Background: an optimization exercise with open tools, aiming at small area. Do not read the settings as production practice. Only simulation tests tie the RTL to the original design; equivalence was not proved. The clock port is modelled as an ideal driver, which makes a skipped or thinned clock tree look cheaper than it is; a real chip needs a root buffer or a tree. Power figures rest on the tool's default switching activity, not on a simulated workload.

==> module debounce_sync, before the edit <==
module debounce_sync #(
  parameter int unsigned CYCLES = 20
)(
  input  logic clk, rst_n,
  input  logic din,          
  output logic dout,         
  output logic rise_nx       
);
  logic d1, d2;
  always_ff @(posedge clk or negedge rst_n) begin
    if (!rst_n) begin d1<=0; d2<=0; end
    else         begin d1<=din; d2<=d1; end
  end
  logic stable_state;
  logic differ, hit;
  assign differ = d2 ^ stable_state;
  if (CYCLES == 20) begin : g_sr
    localparam logic [4:0] POL  = 5'd26;
    localparam logic [4:0] CNT0 = 5'd26;
    localparam logic [4:0] CEND = 5'd13;
    localparam logic [4:0] MASK = 5'd22;
    logic [4:0] p, c;
    assign c = p ^ POL;
    always_ff @(posedge clk or negedge rst_n) begin
      if (!rst_n)      p <= CNT0 ^ POL;
      else if (differ) p <= {c[3:0], !(c[4] ^ c[3])} ^ POL;
      else             p <= CNT0 ^ POL;
    end
    assign hit = ((c & MASK) == (CEND & MASK));
  end else begin : g_bin
    logic [$clog2(CYCLES+1)-1:0] cnt;
    always_ff @(posedge clk or negedge rst_n) begin
      if (!rst_n)              cnt <= '0;
      else if (differ && !hit) cnt <= cnt + 1'b1;
      else                     cnt <= '0;
    end
    assign hit = (cnt >= CYCLES);
  end
  always_ff @(posedge clk or negedge rst_n) begin
    if (!rst_n)   stable_state <= 1'b0;
    else          stable_state <= stable_state ^ (differ && hit);  
  end
  assign dout    = stable_state;
  assign rise_nx = hit && d2 && !stable_state;
endmodule
Settings: LEC_CHECK=0, CAP_MARGIN=20, CORE_MARGIN=2, CORE_UTILIZATION=60, CTS_BUF_LIST=sky130_fd_sc_hd__clkbuf_4, SLEW_MARGIN=20; clock period 10.0 ns.
standard.sh (not shown) runs the stock make flow with config.mk's settings and CLKGATE_MAP_FILE= SYNTH_SCRIPT=/design/flow/synth_recipe.tcl, a recipe that flattens the netlist after the stock synthesis.
==> flow/flow/run.sh <==
#!/bin/bash
export BUFFER_PORTS_ARGS="-buffer_cell sky130_fd_sc_hd__buf_1"
export CTS_ARGS="-sink_clustering_enable -repair_clock_nets -buf_list sky130_fd_sc_hd__clkbuf_4 -dont_use_dummy_load"
export POST_CTS_TCL="$PWD/flow/post_cts.tcl"
bash standard.sh > standard.log 2>&1
Other scripts of this flow, unchanged in this note and not shown: flow/flow/post_cts.tcl
==> next run, changes <==
--- a/flow/design.v
+++ b/flow/design.v
@@ -108,11 +108,11 @@
     assign hit = (cnt >= CYCLES);
   end
   always_ff @(posedge clk or negedge rst_n) begin
-    if (!rst_n)   stable_state <= 1'b0;
-    else          stable_state <= stable_state ^ (differ && hit);  
+    if (!rst_n)             stable_state <= 1'b0;
+    else if (differ && hit) stable_state <= d2;
   end
   assign dout    = stable_state;
-  assign rise_nx = hit && d2 && !stable_state;
+  assign rise_nx = differ && hit && d2;
 endmodule
 import tl_pkg::*;
 module btn_interface #(
What happened: The new run completed without violations. Area after synthesis went up by about 0.4%. Wire length went up by 4.3%. Utilization went up by 0.26 points. Final cell count barely changes. Via count went down by about 0.8%. Die area went up by 0.40%. Critical path depth does not change. Fmax went down by about 1.3%. Global-route usage stays flat.
In every run of this note, the design's own scripts or RTL, not TritonCTS, make the clock network.

========
== 02-09 ==
RTL: one of the versions met above, not the one the previous note started from.
Size in the first run: about 330 cells after synthesis, roughly 30 I/O pins.
==> module tl_timer, before the edit <==
module tl_timer #(
  parameter longint D_THR_CYC = 30000,
  parameter longint D_LT_CYC  = 10000,
  parameter longint D_YEL_CYC = 3000,
  parameter longint D_AR_CYC  = 1000
)(
  input  logic       clk,
  input  logic       rst_n,
  input  logic [1:0] cls,       
  output logic       expired
);
  if (D_THR_CYC == 30000 && D_LT_CYC == 10000 &&
      D_YEL_CYC == 3000  && D_AR_CYC == 1000) begin : g_lfsr
    localparam logic [14:0] POL   = 15'h5555;
    localparam logic [14:0] T_END = 15'h5edc;
    localparam logic [14:0] L_THR = 15'h678f;  
    localparam logic [14:0] L_LT  = 15'h6faa;  
    localparam logic [14:0] L_YEL = 15'h278a;  
    localparam logic [14:0] L_AR  = 15'h678d;  
    logic [14:0] p, c, ld;
    assign c = p ^ POL;
    always_comb begin
      case (cls)
        D_THR:   ld = L_THR;
        D_LT:    ld = L_LT;
        D_YEL:   ld = L_YEL;
        default: ld = L_AR;
      endcase
    end
    always_ff @(posedge clk or negedge rst_n) begin
      if (!rst_n)       p <= T_END ^ POL;
      else if (expired) p <= ld ^ POL;
      else              p <= {c[13:0], c[14] ^ c[10]} ^ POL;
    end
    assign expired = (c == T_END);
  end else begin : g_bin
    localparam longint MAXD = (D_THR_CYC > D_LT_CYC) ? D_THR_CYC : D_LT_CYC;
    localparam int W = $clog2(MAXD + 1);
    logic [W-1:0] cnt;
    logic [W-1:0] ld;
    always_comb begin
      case (cls)
        D_THR:   ld = W'(D_THR_CYC);
        D_LT:    ld = W'(D_LT_CYC);
        D_YEL:   ld = W'(D_YEL_CYC);
        default: ld = W'(D_AR_CYC);
      endcase
    end
    always_ff @(posedge clk or negedge rst_n) begin
      if (!rst_n)       cnt <= '0;
      else if (expired) cnt <= ld;
      else              cnt <= cnt - 1'b1;
    end
    assign expired = (cnt == '0);
  end
endmodule
export LEC_CHECK = 0
export CAP_MARGIN = 20
export CORE_MARGIN = 2
export CORE_UTILIZATION = 40
export CTS_BUF_LIST = sky130_fd_sc_hd__clkbuf_4
export SLEW_MARGIN = 20
create_clock -name core_clock -period 10.0 [get_ports {clk}]
==> flow/flow/run.sh <==
#!/bin/bash
export BUFFER_PORTS_ARGS="-buffer_cell sky130_fd_sc_hd__buf_1"
export CTS_ARGS="-sink_clustering_enable -repair_clock_nets -buf_list sky130_fd_sc_hd__clkbuf_4 -dont_use_dummy_load"
bash standard.sh > standard.log 2>&1
diff inputs: 02-09 => 06-19
diff --git a/flow/design.v b/flow/design.v
--- a/flow/design.v
+++ b/flow/design.v
@@ -24,16 +24,16 @@
   input  logic [1:0] cls,       
   output logic       expired
 );
   if (D_THR_CYC == 30000 && D_LT_CYC == 10000 &&
       D_YEL_CYC == 3000  && D_AR_CYC == 1000) begin : g_lfsr
-    localparam logic [14:0] POL   = 15'h5555;
-    localparam logic [14:0] T_END = 15'h5edc;
-    localparam logic [14:0] L_THR = 15'h678f;  
-    localparam logic [14:0] L_LT  = 15'h6faa;  
-    localparam logic [14:0] L_YEL = 15'h278a;  
-    localparam logic [14:0] L_AR  = 15'h678d;  
+    localparam logic [14:0] POL   = 15'h2aaa;
+    localparam logic [14:0] T_END = 15'h6f6e;
+    localparam logic [14:0] L_THR = 15'h73c7;  
+    localparam logic [14:0] L_LT  = 15'h77d5;  
+    localparam logic [14:0] L_YEL = 15'h13c5;  
+    localparam logic [14:0] L_AR  = 15'h73c6;  
     logic [14:0] p, c, ld;
     assign c = p ^ POL;
     always_comb begin
       case (cls)
         D_THR:   ld = L_THR;
--- outcome ---
The sequential area share after synthesis in 06-19 sits 0.48 points below the value recorded for 02-09. Going from 02-09 to 06-19, the met2 global-route usage was found to have gone up by 0.93 points. On core utilization, 02-09 and 06-19 are neck and neck. | non-clock inverter total of the final layout | 06-19 vs 02-09 | 2 higher |. 06-19 ends up with a cell count that is 5 higher than in 02-09. Post-cts gate resize count: 06-19 vs 02-09 identical. Compared with 02-09, in 06-19 maximum vdd drop decreased by 8.0% relative to the old numbers; leakage power figure saw an increase; total power fell 0.42%.

## separate check: timing with driven ports
In the flow no input, the clock included, has a driving cell. The finished layouts below were timed again as built, in two steps.
Step 1: set_driving_cell puts a clkbuf_16 on clk and a buf_2 on each other input, an assumption about the parent block.
Step 2 moves the port delays by t, midway between the first and last clock arrival at a register: inputs arrive t later, outputs are due t later. That takes back most of the time a late clock gives input paths.
a / b / c = no drivers / after step 1 / after step 2; a / b = the first two.
| run | t, ns | slack for setup (ns) | worst hold slack (ns) |
|---|---|---|---|
| the first run of note 1 | 0.220 | 6.764 / 6.682 / 6.716 | 0.355 / 0.355 / 0.355 |
| the second run of note 1 | 0.224 | 6.721 / 6.637 / 6.683 | 0.357 / 0.358 / 0.358 |
| 02-09 | 0.501 | 6.393 / 6.363 / 6.606 | 0.339 / 0.339 / 0.339 |
| 06-19 | 0.497 | 6.396 / 6.366 / 6.601 | 0.352 / 0.352 / 0.352 |
After both steps every run listed still meets setup and hold. For the first run of note 1, which loses most, drivers alone change the setup slack by -0.082 ns; drivers and shift together by -0.048 ns. The worst setup slack also covers recovery checks on asynchronous resets.
